This is an optimization exercise on Yosys and OpenROAD, whose aim is small area and a short achievable clock period, not a production implementation. Only simulation tests tie the RTL to the original design; equivalence was not proved.

==> flow/design.v (outline; a module is shown in full before it is edited, if it fits) <==
// module lab2_pipe: 2548 lines
// module lab2_fa: 4 lines
// module lab2_x3: 3 lines
// module lab2_nor: 3 lines
module lab2_pipe (
    input clk,
    input rst,
    input start,
    input [31:0] x,
    output reg rdy,
    output [31:0] y
);
  // ...
==> flow/run.sh <==
#!/bin/bash
# synth_recipe.tcl (not shown) runs the flow's synth.tcl, then flattens the netlist and writes it again
# the make line also repeats each setting of config.mk as NAME=value (left out here)
make -C /OpenROAD-flow-scripts/flow DESIGN_CONFIG=/design/flow/config.mk WORK_HOME=/design/flow/orfs CLKGATE_MAP_FILE= SYNTH_SCRIPT=/design/flow/synth_recipe.tcl finish
==> flow/config.mk <==
export PLATFORM = sky130hd
export DESIGN_NAME = lab2_pipe
export DESIGN_NICKNAME = lab2_pipe
export VERILOG_FILES = /design/flow/design.v
export SDC_FILE = /design/flow/constraint.sdc
export NUM_CORES = 4
export LEC_CHECK = 0
export CAP_MARGIN = 20
export CORE_MARGIN = 2
export CORE_UTILIZATION = 40
export PLACE_DENSITY = 0.6
export SLEW_MARGIN = 20
export SYNTH_HIERARCHICAL = 1
==> flow/constraint.sdc <==
create_clock -name core_clock -period 15.0 [get_ports {clk}]
set_input_delay 3.0000 -clock core_clock [delete_from_list [all_inputs] [get_ports {clk}]]
set_output_delay 3.0000 -clock core_clock [all_outputs]
set_load 0.01 [all_outputs]
==> metrics.md, run 1 <==
| Metric | Value |
|---|---|
| DR top layer | `met4` |
| GRT busiest layer | `met2` |
| Multi-input gate count | `2308` |
| # clock sinks | `285` |
| Most frequent cell on the critical path | `fa_1` |
| Largest net degree at the start of global routing | `61` |
| CTS Root Cell | `clkbuf_16` |
| WP buf/inv | `1` |
| RR Startpoint | `r1_x[11]$_DFF_P_` |
| Met2 Track Usage GR | `35.8%` |
| Fraction of synthesized area in multiplexers | `0.100%` |
| Hold-fix buffer count after cts | `0` |
| Reg clk slew, reported paths | `0.06 ns` |
| Largest register FFs | `62` |
| Outcome | `no timing/DRC/antenna violations` |
| Mean post-synth cell area | `10.2 sq um` |
| Cell Area, Synth | `29900 sq um` |
| Ant diodes | `0` |
| Max-cap violations | `0` |
| Worst Clk Skew | `0.0249 ns` |
| Met3 global-route usage | `3.05%` |
| Slew margin rel. | `22.4%` |
| Sequential cell count | `285` |
| Final worst slack | `9.47 ns` |
| DP Area | `31500 sq um` |
| Most frequent cells in the layout | `nand2_1 (922), fa_1 (665), dfxtp_1 (284), inv_1 (154), nor2_1 (110)` |
| Gr usage total | `20.9%` |
| Row count | `100` |
| Die area | `77000 sq um` |
==> inputs of run 2 (changes only) <==
--- a/flow/config.mk
+++ b/flow/config.mk
@@ -9,5 +9,5 @@
 export CORE_MARGIN = 2
 export CORE_UTILIZATION = 40
 export PLACE_DENSITY = 0.6
-export SLEW_MARGIN = 20
+export SLEW_MARGIN = 90
 export SYNTH_HIERARCHICAL = 1
==> run 2 against run 1 <==
Worst hold slack got worse by 0.0041 ns; die area did not move; first-iteration DRC count rose by 33%; clock skew fell by 0.0075 ns; sequential cell count did not move; cell area rose by 40%; final cell count rose by 17%; core utilization rose by 18 points; sequential share of layout area fell by 4.5 points; largest cell class unchanged.
==> metrics.md, run 2 <==
| Metric | Value |
|---|---|
| Syn Nets | `3724 (unchanged)` |
| CTS buffer count | `37 (was 35)` |
| Residual DRC count | `0 (unchanged)` |
| Placed wire-length estimate | `77.0 mm (was 56.7 mm)` |
| Drt total wl | `105 mm (was 77.7 mm)` |
| Largest register FFs | `62 (unchanged)` |
| Synth top area share | `44.5% (unchanged)` |
| CTS tree | `built (unchanged)` |
| Sequential share of the synthesized area | `19.1% (unchanged)` |
| Row count | `100 (unchanged)` |
| First-pass GRT wire length | `148 mm (was 126 mm)` |
| GRT Residual Overflow | `0 (unchanged)` |
| Die width | `277 um (unchanged)` |
| # clock sinks | `285 (unchanged)` |
| Pins Over Slew Limit | `0 (unchanged)` |
| Die area | `77000 sq um (unchanged)` |
| DP Area | `42200 sq um (was 31500 sq um)` |
| H-tree depth | `2 (unchanged)` |
| Final setup violation count | `0 (unchanged)` |
| Via count of the first global-routing pass | `27100 (was 23000)` |
| Most frequent cells in the layout | `nand2_1 (587), fa_1 (553), clkdlybuf4s50_1 (306), nand2_4 (209), dfxtp_1 (209) (was nand2_1 (922), fa_1 (665), dfxtp_1 (284), inv_1 (154), nor2_1 (110))` |
| Layout Cells excl Fill | `4544 (was 3893)` |
| Fmax | `0.0694 GHz (was 0.181 GHz)` |
| Top cells by area, synth | `fa_1 (45%), dfxtp_1 (19%), nand2_1 (12%) (unchanged)` |
| Max-cap violations | `0 (unchanged)` |
| Post-synth EDFFs | `0 (unchanged)` |
| Syn Inst Count | `2929 (unchanged)` |
| Crit path DAT | `14.86 ns (was 5.94 ns)` |
| Flops & latches, synth | `285 (unchanged)` |
| Setup CP Type | `flip-flop to flip-flop (unchanged)` |
| Clock latency on the worst-skew pair | `0.56 ns (was 0.55 ns)` |
| Port Buffers | `66 (unchanged)` |
| Die Height | `277 um (unchanged)` |
| Post-layout min period | `14.41 ns (was 5.53 ns)` |
| Commonest non-fill, non-tap cell in the layout | `nand2_1 (unchanged)` |
| Fin util | `61.6% (was 44.0%)` |
| WP buf/inv | `32 (was 1)` |
| CP Capture Type | `flip-flop (unchanged)` |
| Critical Path RT | `15.45 ns (was 15.42 ns)` |
| Gr usage total | `24.5% (was 20.9%)` |
| Ys async rst share | `0% (unchanged)` |
| Unrepaired setup endpoints after global routing | `false (unchanged)` |
| Most frequent cell on the critical path | `clkdlybuf4s50_1 (was fa_1)` |
| Final #Nets | `4343 (was 3694)` |
| Post-route cell area | `45700 sq um (was 32600 sq um)` |
| DR iter-0 viols | `1903 (was 1432)` |
| Starting Density | `40.3% (unchanged)` |
| Placed cells | `4438 (was 3831)` |
| Critical path fanouts, max | `3 (was 22)` |
| Max incr delay on CP | `0.52 ns (was 1.01 ns)` |
| Most used flip-flop cell after synthesis | `dfxtp_1 (unchanged)` |
| Most frequent cell after synthesis | `nand2_1 (unchanged)` |
| Period utilization | `96.0% (was 36.8%)` |
| HP Class | `flip-flop to flip-flop (unchanged)` |
| Biggest area consumer among synthesized cells | `fa_1 (unchanged)` |
| Core ar. | `74200 sq um (unchanged)` |
| Most flops, register | `r4_cs (unchanged)` |
| Final number of hold-violating endpoints | `0 (unchanged)` |
| Cell Area, Synth | `29900 sq um (unchanged)` |
| DR vias | `25000 (was 20600)` |
| Mean post-synth cell area | `10.2 sq um (unchanged)` |
| CTS Root Cell | `clkbuf_16 (unchanged)` |
| Area growth from synthesis to layout | `52.8% (was 9.12%)` |
| Gp weighted congestion | `0.842 (unchanged)` |
| Top Family by Delay on Critical Path | `buffers and inverters (was adder cells)` |
| Worst Clk Skew | `0.0174 ns (was 0.0249 ns)` |
| Reg clk slew, reported paths | `0.06 ns (about the same)` |
| Initial antenna violation count | `2 (was 0)` |
| Netlist cell types | `68 (unchanged)` |
| Hold-fix buffer count after cts | `0 (unchanged)` |
| 1st-pass router iterations | `5 (was 6)` |
| Critical-path top delay cell | `clkdlybuf4s50_1 (was dfxtp_1)` |
| Setup TNS | `0 ns (unchanged)` |
| DR WL/cell | `23.0 um (was 20.0 um)` |
| Largest net degree at the start of global routing | `21 (was 61)` |
| Outcome | `no timing/DRC/antenna violations (unchanged)` |
| Clock tree buffer depth | `3 (unchanged)` |
| CP startpoint kind | `flip-flop (unchanged)` |
| Share of cells above drive strength 1 | `41.3% (was 4.24%)` |
| Io pins | `68 (unchanged)` |
| Post-synth top cells | `nand2_1 (922), fa_1 (665), dfxtp_1 (285) (unchanged)` |
| Vias per inst | `5.50 (was 5.30)` |
| Synth warn | `7 (unchanged)` |
| Final ANT Viol Nets | `0 (unchanged)` |
[run 2: cell counts after synthesis]
Identical to the previous run, type by type.
[run 2: modules after synthesis (local to each module, per instance)]
module | times used | flops+latches | area [sq um] | cells inside
lab2_fa | 664 | 0 | 20.0 | 1
lab2_nor | 42 | 0 | 3.75 | 1
lab2_pipe | 1 | 285 | 15100 | 2168
lab2_x3 | 55 | 0 | 23.8 | 1
[run 2: stage by stage]
| step | worst slack, ns | hold slack (ns) |
|---|---|---|
| detailed placement | -15.03 | 0.312 |
| finish | 0.594 | 0.319 |
| global route | 0.167 | 0.321 |
| CTS | 0.00867 | 0.323 |
| floorplan | 10.02 | 0.310 |
| global placement | 9.59 | 0.310 |
[run 2: cell type report]
type	count	area (sq um)
Antenna cell	2	5.00
Clock buffer	44	962
Clock inverter	20	243
Fill cell	5165	28500
Inverter	155	619
Multi-Input combinational cell	2308	29500
Sequential cell	285	5950
Tap cell	969	1210
Timing Repair Buffer	761	7200
[run 2: final timing paths]
kind / cells after the start / endpoint / slack [ns] / startpoint
worst min register to register: 0 / r3_x[17]$_DFF_P_ / 0.32 / r2_x[17]$_DFF_P_
worst max-delay path: 41 / y_r[31]$_SDFF_PP0_ / 0.59 / r4_cs[27]$_DFF_P_
worst min-delay path: 0 / r3_x[17]$_DFF_P_ / 0.32 / r2_x[17]$_DFF_P_
worst max register to register: 41 / y_r[31]$_SDFF_PP0_ / 0.59 / r4_cs[27]$_DFF_P_
[run 2: per-layer routing]
layer / global-route usage [%] / part of all wire (%) / up-vias
li1: - / - / 10300
met1: 29.4 / 37 / 12900
met2: 43.8 / 51 / 1320
met3: 4.20 / 6.6 / 450
met4: 9.28 / 5.6 / 0
met5: 0 / 0 / -
[run 2: timing repair]
item,4_1_cts,5_1_grt
gates resized for setup,22,23
setup endpoints to repair,21,30
pin swaps,4,11
buffers inserted,5,12
[run 2: kinds of logic (layout without fill, tap and decap cells)]
family	after synthesis	count (layout)	share of synthesized area (%)
AOI/OAI and AO/OA	232	232	5.15
xor gates and xnor gates	163	163	7.54
adders and majority gates	760	760	48.5
buffers and inverters	336	980	4.24
DFF	285	285	19.1
muxes	3	3	0.100
other	1	3	0.0125
and+or+nand+nor	1149	1149	15.4
[run 2: worst reg2reg max path: cells and delay by family (launching register included)]
kind / cells / cell delay [ns]
and+or+nand+nor: 1 / 0.05
adders and majority gates: 1 / 0.24
AOI/OAI and AO/OA: 6 / 0.75
DFF: 1 / 0.36
xor gates and xnor gates: 1 / 0.15
buffers and inverters: 32 / 12.77
==> inputs of run 3 (changes only) <==
--- a/flow/config.mk
+++ b/flow/config.mk
@@ -9,5 +9,5 @@
 export CORE_MARGIN = 2
 export CORE_UTILIZATION = 40
 export PLACE_DENSITY = 0.6
-export SLEW_MARGIN = 90
+export SLEW_MARGIN = 75
 export SYNTH_HIERARCHICAL = 1
==> run 3 against run 2 <==
Still clean on timing, DRC and antenna; sequential share of layout area increased by 4.6 points; first-iteration DRC count down 15%; clock-buffer cell count grew 3; die area unchanged; critical path depth decreased by 26; register-to-register slack gained 9.3 ns; cell area shrank 28%; worst hold slack about the same; setup slack improved by 9.3 ns; global-route usage down 3.7 points.
==> metrics.md, run 3 <==
| Metric | Value |
|---|---|
| Core ar. | `74200 sq um (unchanged)` |
| Critical path fanouts, max | `18 (was 3)` |
| HP Class | `flip-flop to flip-flop (unchanged)` |
| Gp weighted congestion | `0.842 (unchanged)` |
| Worst Clk Skew | `0.0268 ns (was 0.0174 ns)` |
| Die Height | `277 um (unchanged)` |
| Cell Area, Synth | `29900 sq um (unchanged)` |
| Post-route cell area | `33100 sq um (was 45700 sq um)` |
| Final #Nets | `3701 (was 4343)` |
| Critical Path RT | `15.41 ns (was 15.45 ns)` |
| CTS tree | `built (unchanged)` |
| Most used flip-flop cell after synthesis | `dfxtp_1 (unchanged)` |
| Period utilization | `34.3% (was 96.0%)` |
| CP Capture Type | `flip-flop (unchanged)` |
| Fin util | `44.5% (was 61.6%)` |
| Starting Density | `40.3% (unchanged)` |
| Ant diodes | `0 (was 2)` |
| Placed wire-length estimate | `56.8 mm (was 77.0 mm)` |
| Via count of the first global-routing pass | `23000 (was 27100)` |
| Port Buffers | `66 (unchanged)` |
| DR WL/cell | `19.9 um (was 23.0 um)` |
| Layout Cells excl Fill | `3902 (was 4544)` |
| Die width | `277 um (unchanged)` |
| 1st-pass router iterations | `5 (unchanged)` |
| Flops & latches, synth | `285 (unchanged)` |
| DR vias | `20700 (was 25000)` |
| WHS | `0.319 ns (about the same)` |
| Clock latency on the worst-skew pair | `0.54 ns (was 0.56 ns)` |
| Biggest area consumer among synthesized cells | `fa_1 (unchanged)` |
| Row count | `100 (unchanged)` |
| Vias per inst | `5.30 (was 5.50)` |
| Final setup violation count | `0 (unchanged)` |
| Most flops, register | `r4_cs (unchanged)` |
| Io pins | `68 (unchanged)` |
| Unrepaired setup endpoints after global routing | `false (unchanged)` |
| Top cells by area, synth | `fa_1 (45%), dfxtp_1 (19%), nand2_1 (12%) (unchanged)` |
| Syn Nets | `3724 (unchanged)` |
| Pins Over Slew Limit | `0 (unchanged)` |
| Netlist cell types | `68 (unchanged)` |
| Mean post-synth cell area | `10.2 sq um (unchanged)` |
| Most frequent cell after synthesis | `nand2_1 (unchanged)` |
| Setup CP Type | `flip-flop to flip-flop (unchanged)` |
| Worst Hold Launch | `r2_x[17]$_DFF_P_ (unchanged)` |
| CP startpoint kind | `flip-flop (unchanged)` |
| Area growth from synthesis to layout | `10.5% (was 52.8%)` |
| Largest register FFs | `62 (unchanged)` |
| CTS resizes | `0 (was 22)` |
| Fmax | `0.195 GHz (was 0.0694 GHz)` |
| Placed cells | `3835 (was 4438)` |
| Synth warn | `7 (unchanged)` |
| Setup Buffers After CTS | `0 (was 5)` |
| Setup TNS | `0 ns (unchanged)` |
| Post-synth EDFFs | `0 (unchanged)` |
| Die area | `77000 sq um (unchanged)` |
| Crit path DAT | `5.55 ns (was 14.86 ns)` |
| Outcome | `no timing/DRC/antenna violations (unchanged)` |
| GRT Residual Overflow | `0 (unchanged)` |
| Post-layout min period | `5.14 ns (was 14.41 ns)` |
| Residual DRC count | `0 (unchanged)` |
| # clock sinks | `285 (unchanged)` |
| DR iter-0 viols | `1624 (was 1903)` |
| Drt total wl | `77.7 mm (was 105 mm)` |
| CTS Root Cell | `clkbuf_16 (unchanged)` |
| Post-synth top cells | `nand2_1 (922), fa_1 (665), dfxtp_1 (285) (unchanged)` |
| Reg clk slew, reported paths | `0.06 ns (about the same)` |
| Crit path from | `r1_x[4]$_DFF_P_ (was r4_cs[27]$_DFF_P_)` |
| Syn Inst Count | `2929 (unchanged)` |
| Final ANT Viol Nets | `0 (unchanged)` |
| Final worst slack | `9.86 ns (was 0.594 ns)` |
| Initial antenna violation count | `0 (was 2)` |
| Gr usage total | `20.8% (was 24.5%)` |
| RR Startpoint | `r1_x[4]$_DFF_P_ (was r4_cs[27]$_DFF_P_)` |
| Synth top area share | `44.5% (unchanged)` |
| Max-cap violations | `0 (unchanged)` |
| Ys async rst share | `0% (unchanged)` |
| Final number of hold-violating endpoints | `0 (unchanged)` |
| CTS buffer count | `36 (was 37)` |
| Setup slack at placement | `9.85 ns (was -15.03 ns)` |
| Largest net degree at the start of global routing | `35 (was 21)` |
| H-tree depth | `2 (unchanged)` |
| Sequential share of the synthesized area | `19.1% (unchanged)` |
| Clock tree buffer depth | `3 (unchanged)` |
| Hold-fix buffer count after cts | `0 (unchanged)` |
| First-pass GRT wire length | `126 mm (was 148 mm)` |
| Most frequent cells in the layout | `nand2_1 (921), fa_1 (665), dfxtp_1 (238), inv_1 (154), nor2_1 (110) (was nand2_1 (587), fa_1 (553), clkdlybuf4s50_1 (306), nand2_4 (209), dfxtp_1 (209))` |
| Commonest non-fill, non-tap cell in the layout | `nand2_1 (unchanged)` |
| Share of cells above drive strength 1 | `6.68% (was 41.3%)` |
| DP Area | `31800 sq um (was 42200 sq um)` |
## run 3: cell counts after synthesis
Identical to the previous run, type by type.
## run 3: path summary, 6_finish.rpt
path / to / slack, ns / depth (start not counted)
setup / recovery: r2_x2[27]$_DFF_P_ / 9.86 / 15
hold / removal: r3_x[17]$_DFF_P_ / 0.32 / 0
setup reg to reg: r2_x2[27]$_DFF_P_ / 9.86 / 15
hold reg to reg: r3_x[17]$_DFF_P_ / 0.32 / 0
## run 3: kinds of logic after synthesis
group | count (synthesis) | synth area share (%)
compound gates | 232 | 5.15
xor+xnor | 163 | 7.54
fa+ha+maj | 760 | 48.5
buf+inv | 336 | 4.24
flops | 285 | 19.1
mux | 3 | 0.100
other cells | 1 | 0.0125
simple gates | 1149 | 15.4
## run 3: area by class of cell
type                       instances  area (sq um)
sequential                       285          5830
clock inverter                    18           183
tap                              969          1210
fill                            7003         41100
multi-input combinational       2308         23000
timing repair buffer             120          1170
inverter                         155           587
clock buffer                      47          1020
## run 3: critical path, cell delays in order (launching register included)
cell	delay, ns
dfxtp_2	0.47
buf_4	0.29
nand2_1	0.10
fa_1	0.47
fa_1	0.40
fa_1	0.46
fa_1	0.43
fa_1	0.49
inv_1	0.04
ha_1	0.37
or2_2	0.30
a21oi_1	0.30
o32ai_4	0.14
a221oi_4	0.32
nor4b_1	0.09
a311o_1	0.32
## run 3: Yosys stat by module, one instance, submodules excluded
module | cells | copies in the design | flops+latches
lab2_fa | 1 | 664 | 0
lab2_nor | 1 | 42 | 0
lab2_pipe | 2168 | 1 | 285
lab2_x3 | 1 | 55 | 0
## run 3: per-layer routing
metal | GRT usage, % | up-vias | wire [um]
met2 | 35.6 | 848 | 37500
met5 | 0 | - | 0
met4 | 7.27 | 0 | 2680
met3 | 3.04 | 190 | 5460
li1 | - | 9036 | -
met1 | 27.0 | 10600 | 32000
==> inputs of run 4 (changes only) <==
--- a/flow/config.mk
+++ b/flow/config.mk
@@ -5,7 +5,7 @@
 export SDC_FILE = /design/flow/constraint.sdc
 export NUM_CORES = 4
 export LEC_CHECK = 0
-export CAP_MARGIN = 20
+export CAP_MARGIN = 50
 export CORE_MARGIN = 2
 export CORE_UTILIZATION = 40
 export PLACE_DENSITY = 0.6
==> run 4 against run 3 <==
Cell area unchanged; final cell count unchanged; first-iteration DRC count unchanged.
==> metrics.md, run 4 <==
| Metric | Value |
|---|---|
| Post-synth EDFFs | `0 (unchanged)` |
| Synth top area share | `44.5% (unchanged)` |
| HP Class | `flip-flop to flip-flop (unchanged)` |
| Final number of hold-violating endpoints | `0 (unchanged)` |
| Sequential share of the synthesized area | `19.1% (unchanged)` |
| Commonest non-fill, non-tap cell in the layout | `nand2_1 (unchanged)` |
| DR iter-0 viols | `1624 (unchanged)` |
| Row count | `100 (unchanged)` |
| H-tree depth | `2 (unchanged)` |
| Simple-gate area share of the yosys netlist | `15.4% (unchanged)` |
| Most flops, register | `r4_cs (unchanged)` |
| Reg clk slew, reported paths | `0.06 ns (about the same)` |
| Critical Path RT | `15.41 ns (about the same)` |
| Area growth from synthesis to layout | `10.5% (unchanged)` |
| Biggest area consumer among synthesized cells | `fa_1 (unchanged)` |
| 1st-pass router iterations | `5 (unchanged)` |
| Unrepaired setup endpoints after global routing | `false (unchanged)` |
| Pins Over Slew Limit | `0 (unchanged)` |
| Most frequent cell after synthesis | `nand2_1 (unchanged)` |
| Io pins | `68 (unchanged)` |
| Ant diodes | `0 (unchanged)` |
| Die area | `77000 sq um (unchanged)` |
| Period utilization | `34.3% (unchanged)` |
| CTS tree | `built (unchanged)` |
| Final #Nets | `3701 (unchanged)` |
| Most frequent cell on the critical path | `fa_1 (unchanged)` |
| Post-layout min period | `5.14 ns (unchanged)` |
| Hold-fix buffer count after cts | `0 (unchanged)` |
| WHS | `0.319 ns (unchanged)` |
| CTS resizes | `0 (unchanged)` |
| Syn Nets | `3724 (unchanged)` |
| Top Family by Delay on Critical Path | `adder cells (unchanged)` |
| Core ar. | `74200 sq um (unchanged)` |
| Ys async rst share | `0% (unchanged)` |
| Worst Clk Skew | `0.0268 ns (unchanged)` |
| Crit path DAT | `5.55 ns (about the same)` |
| Max-cap violations | `0 (unchanged)` |
| Largest net degree at the start of global routing | `35 (unchanged)` |
| Clock tree buffer depth | `3 (unchanged)` |
| Die width | `277 um (unchanged)` |
| Fraction of synthesized area in multiplexers | `0.100% (unchanged)` |
| Setup Buffers After CTS | `0 (unchanged)` |
| Post-synthesis compound-gate area fraction | `5.15% (unchanged)` |
| Adder-cell share of the synthesized area | `48.5% (unchanged)` |
| Starting Density | `40.3% (unchanged)` |
| Residual DRC count | `0 (unchanged)` |
| Met1 WL | `32.0 mm (unchanged)` |
| First-pass GRT wire length | `126 mm (unchanged)` |
| Vias per inst | `5.30 (unchanged)` |
| Placed wire-length estimate | `56.8 mm (unchanged)` |
| DR vias | `20700 (unchanged)` |
| Initial antenna violation count | `0 (unchanged)` |
| Netlist cell types | `68 (unchanged)` |
| # clock sinks | `285 (unchanged)` |
| Top cells by area, synth | `fa_1 (45%), dfxtp_1 (19%), nand2_1 (12%) (unchanged)` |
| Post-synth top cells | `nand2_1 (922), fa_1 (665), dfxtp_1 (285) (unchanged)` |
| Max incr delay on CP | `0.49 ns (about the same)` |
| Outcome | `no timing/DRC/antenna violations (unchanged)` |
| Largest family of logic cells by synthesized area | `adder cells (unchanged)` |
| XOR/XNOR share of the synthesized area | `7.54% (unchanged)` |
| Critical path fanouts, max | `18 (unchanged)` |
| Drt total wl | `77.7 mm (unchanged)` |
| Final setup violation count | `0 (unchanged)` |
| Die Height | `277 um (unchanged)` |
| Cell Area, Synth | `29900 sq um (unchanged)` |
| Syn Inst Count | `2929 (unchanged)` |
| Mean post-synth cell area | `10.2 sq um (unchanged)` |
| CTS Root Cell | `clkbuf_16 (unchanged)` |
| Synth warn | `7 (unchanged)` |
| Final worst slack | `9.86 ns (unchanged)` |
| GRT Residual Overflow | `0 (unchanged)` |
| Clock latency on the worst-skew pair | `0.54 ns (about the same)` |
| Gr usage total | `20.8% (unchanged)` |
| Gp weighted congestion | `0.842 (unchanged)` |
| Flops & latches, synth | `285 (unchanged)` |
| Share of cells above drive strength 1 | `6.68% (unchanged)` |
| Fmax | `0.195 GHz (unchanged)` |
| CP Capture Type | `flip-flop (unchanged)` |
| Most frequent cells in the layout | `nand2_1 (921), fa_1 (665), dfxtp_1 (238), inv_1 (154), nor2_1 (110) (unchanged)` |
| DR top layer | `met4 (unchanged)` |
| DR WL/cell | `19.9 um (unchanged)` |
| WP buf/inv | `2 (unchanged)` |
| Via count of the first global-routing pass | `23000 (unchanged)` |
| Critical-path top delay cell | `fa_1 (unchanged)` |
| Setup CP Type | `flip-flop to flip-flop (unchanged)` |
| Port Buffers | `66 (unchanged)` |
| Final ANT Viol Nets | `0 (unchanged)` |
| CP cell instances | `buf_4, nand2_1, fa_1, fa_1, fa_1, fa_1, fa_1, inv_1, ha_1, or2_2, a21oi_1, o32ai_4, a221oi_4, nor4b_1, a311o_1 (unchanged)` |
| Setup TNS | `0 ns (unchanged)` |
| Most used flip-flop cell after synthesis | `dfxtp_1 (unchanged)` |
| CP startpoint kind | `flip-flop (unchanged)` |
| DR WL met3 | `5.46 mm (unchanged)` |
| Fill count | `7003 (unchanged)` |
| Met2 WL | `37.5 mm (unchanged)` |
| CTS buffer count | `36 (unchanged)` |
| Setup slack at placement | `9.85 ns (unchanged)` |
| Largest register FFs | `62 (unchanged)` |
## run 4: cell counts in the layout (fill, tap and decap cells not counted)
Identical to the previous run, type by type.
## run 4: layout make-up
cell class | instances | area (sq um) | share of cell area (%)
inverters | 155 | 587 | 1.78
well taps | 969 | 1210 | 3.67
clock inverters | 18 | 183 | 0.553
clock buffers | 47 | 1020 | 3.10
flip-flops and latches | 285 | 5830 | 17.6
repair buffers | 120 | 1170 | 3.54
multi-input cells | 2308 | 23000 | 69.7
## run 4: kinds of logic (layout without fill, tap and decap cells)
logic type      after synthesis  count (layout)
compound gates              232             232
fa+ha+maj                   760             760
other cells                   1               1
flops                       285             285
xor+xnor                    163             163
buf+inv                     336             340
mux                           3               3
simple gates               1149            1149
## run 4: metrics by stage
stage,util (%),area (sq um),std cells
after global routing,44.5,33100,3902
after floorplan,-,29900,2929
final,44.5,33100,3902
after CTS,44.5,33000,3900
after detailed placement,42.8,31800,3835
after global placement,42.4,31500,3831
## run 4: modules after synthesis (local to each module, per instance)
module | times used | cell area [sq um]
lab2_fa | 664 | 20.0
lab2_x3 | 55 | 23.8
lab2_pipe | 1 | 15100
lab2_nor | 42 | 3.75
## run 4: metal layers
metal	vias to the layer above	GRT usage [%]
met3	190	3.04
met1	10600	27.0
li1	9036	-
met2	848	35.6
met5	-	0
met4	0	7.27
## run 4: worst paths after layout
check                                 startpoint                end  slack [ns]  cells past startpoint
worst max-delay path             r1_x[4]$_DFF_P_  r2_x2[27]$_DFF_P_        9.86                     15
worst min-delay path            r2_x[17]$_DFF_P_   r3_x[17]$_DFF_P_        0.32                      0
worst max register to register   r1_x[4]$_DFF_P_  r2_x2[27]$_DFF_P_        9.86                     15
worst min register to register  r2_x[17]$_DFF_P_   r3_x[17]$_DFF_P_        0.32                      0
## run 4: worst register-to-register path: stages (launching register included)
cell and delay [ns]:
dfxtp_2 0.47, buf_4 0.30, nand2_1 0.11, fa_1 0.47, fa_1 0.40, fa_1 0.46, fa_1 0.43, fa_1 0.49
inv_1 0.04, ha_1 0.37, or2_2 0.30, a21oi_1 0.30, o32ai_4 0.15, a221oi_4 0.32, nor4b_1 0.09, a311o_1 0.32

[separate check: timing with driven ports]
How much do the figures lean on ideal ports? The routed layouts below were timed once more, with nothing changed but the port constraints. Step 1 (the two cells are an assumption about what drives the block):
set clk [get_ports {clk}]
set_driving_cell -lib_cell sky130_fd_sc_hd__clkbuf_16 $clk
set_driving_cell -lib_cell sky130_fd_sc_hd__buf_2 [delete_from_list [all_inputs] $clk]
Step 2, shift: input delay + t, output delay - t, t = (earliest + latest rising clock arrival at the registers) / 2. This alone moves slack from input paths to output paths. a / b / c = ideal ports / drivers / drivers and shift; a / b = the first two.
run	t (ns)	setup slack, ns	worst slew at a driven data input, ns
run 1	0.602	9.475 / 9.475 / 9.475	0.04
run 2	0.624	0.594 / 0.594 / 0.594	0.04
run 3	0.595	9.859 / 9.859 / 9.859	0.04
run 4	0.595	9.859 / 9.859 / 9.859	0.04
After both steps setup and hold are still met in every run listed.
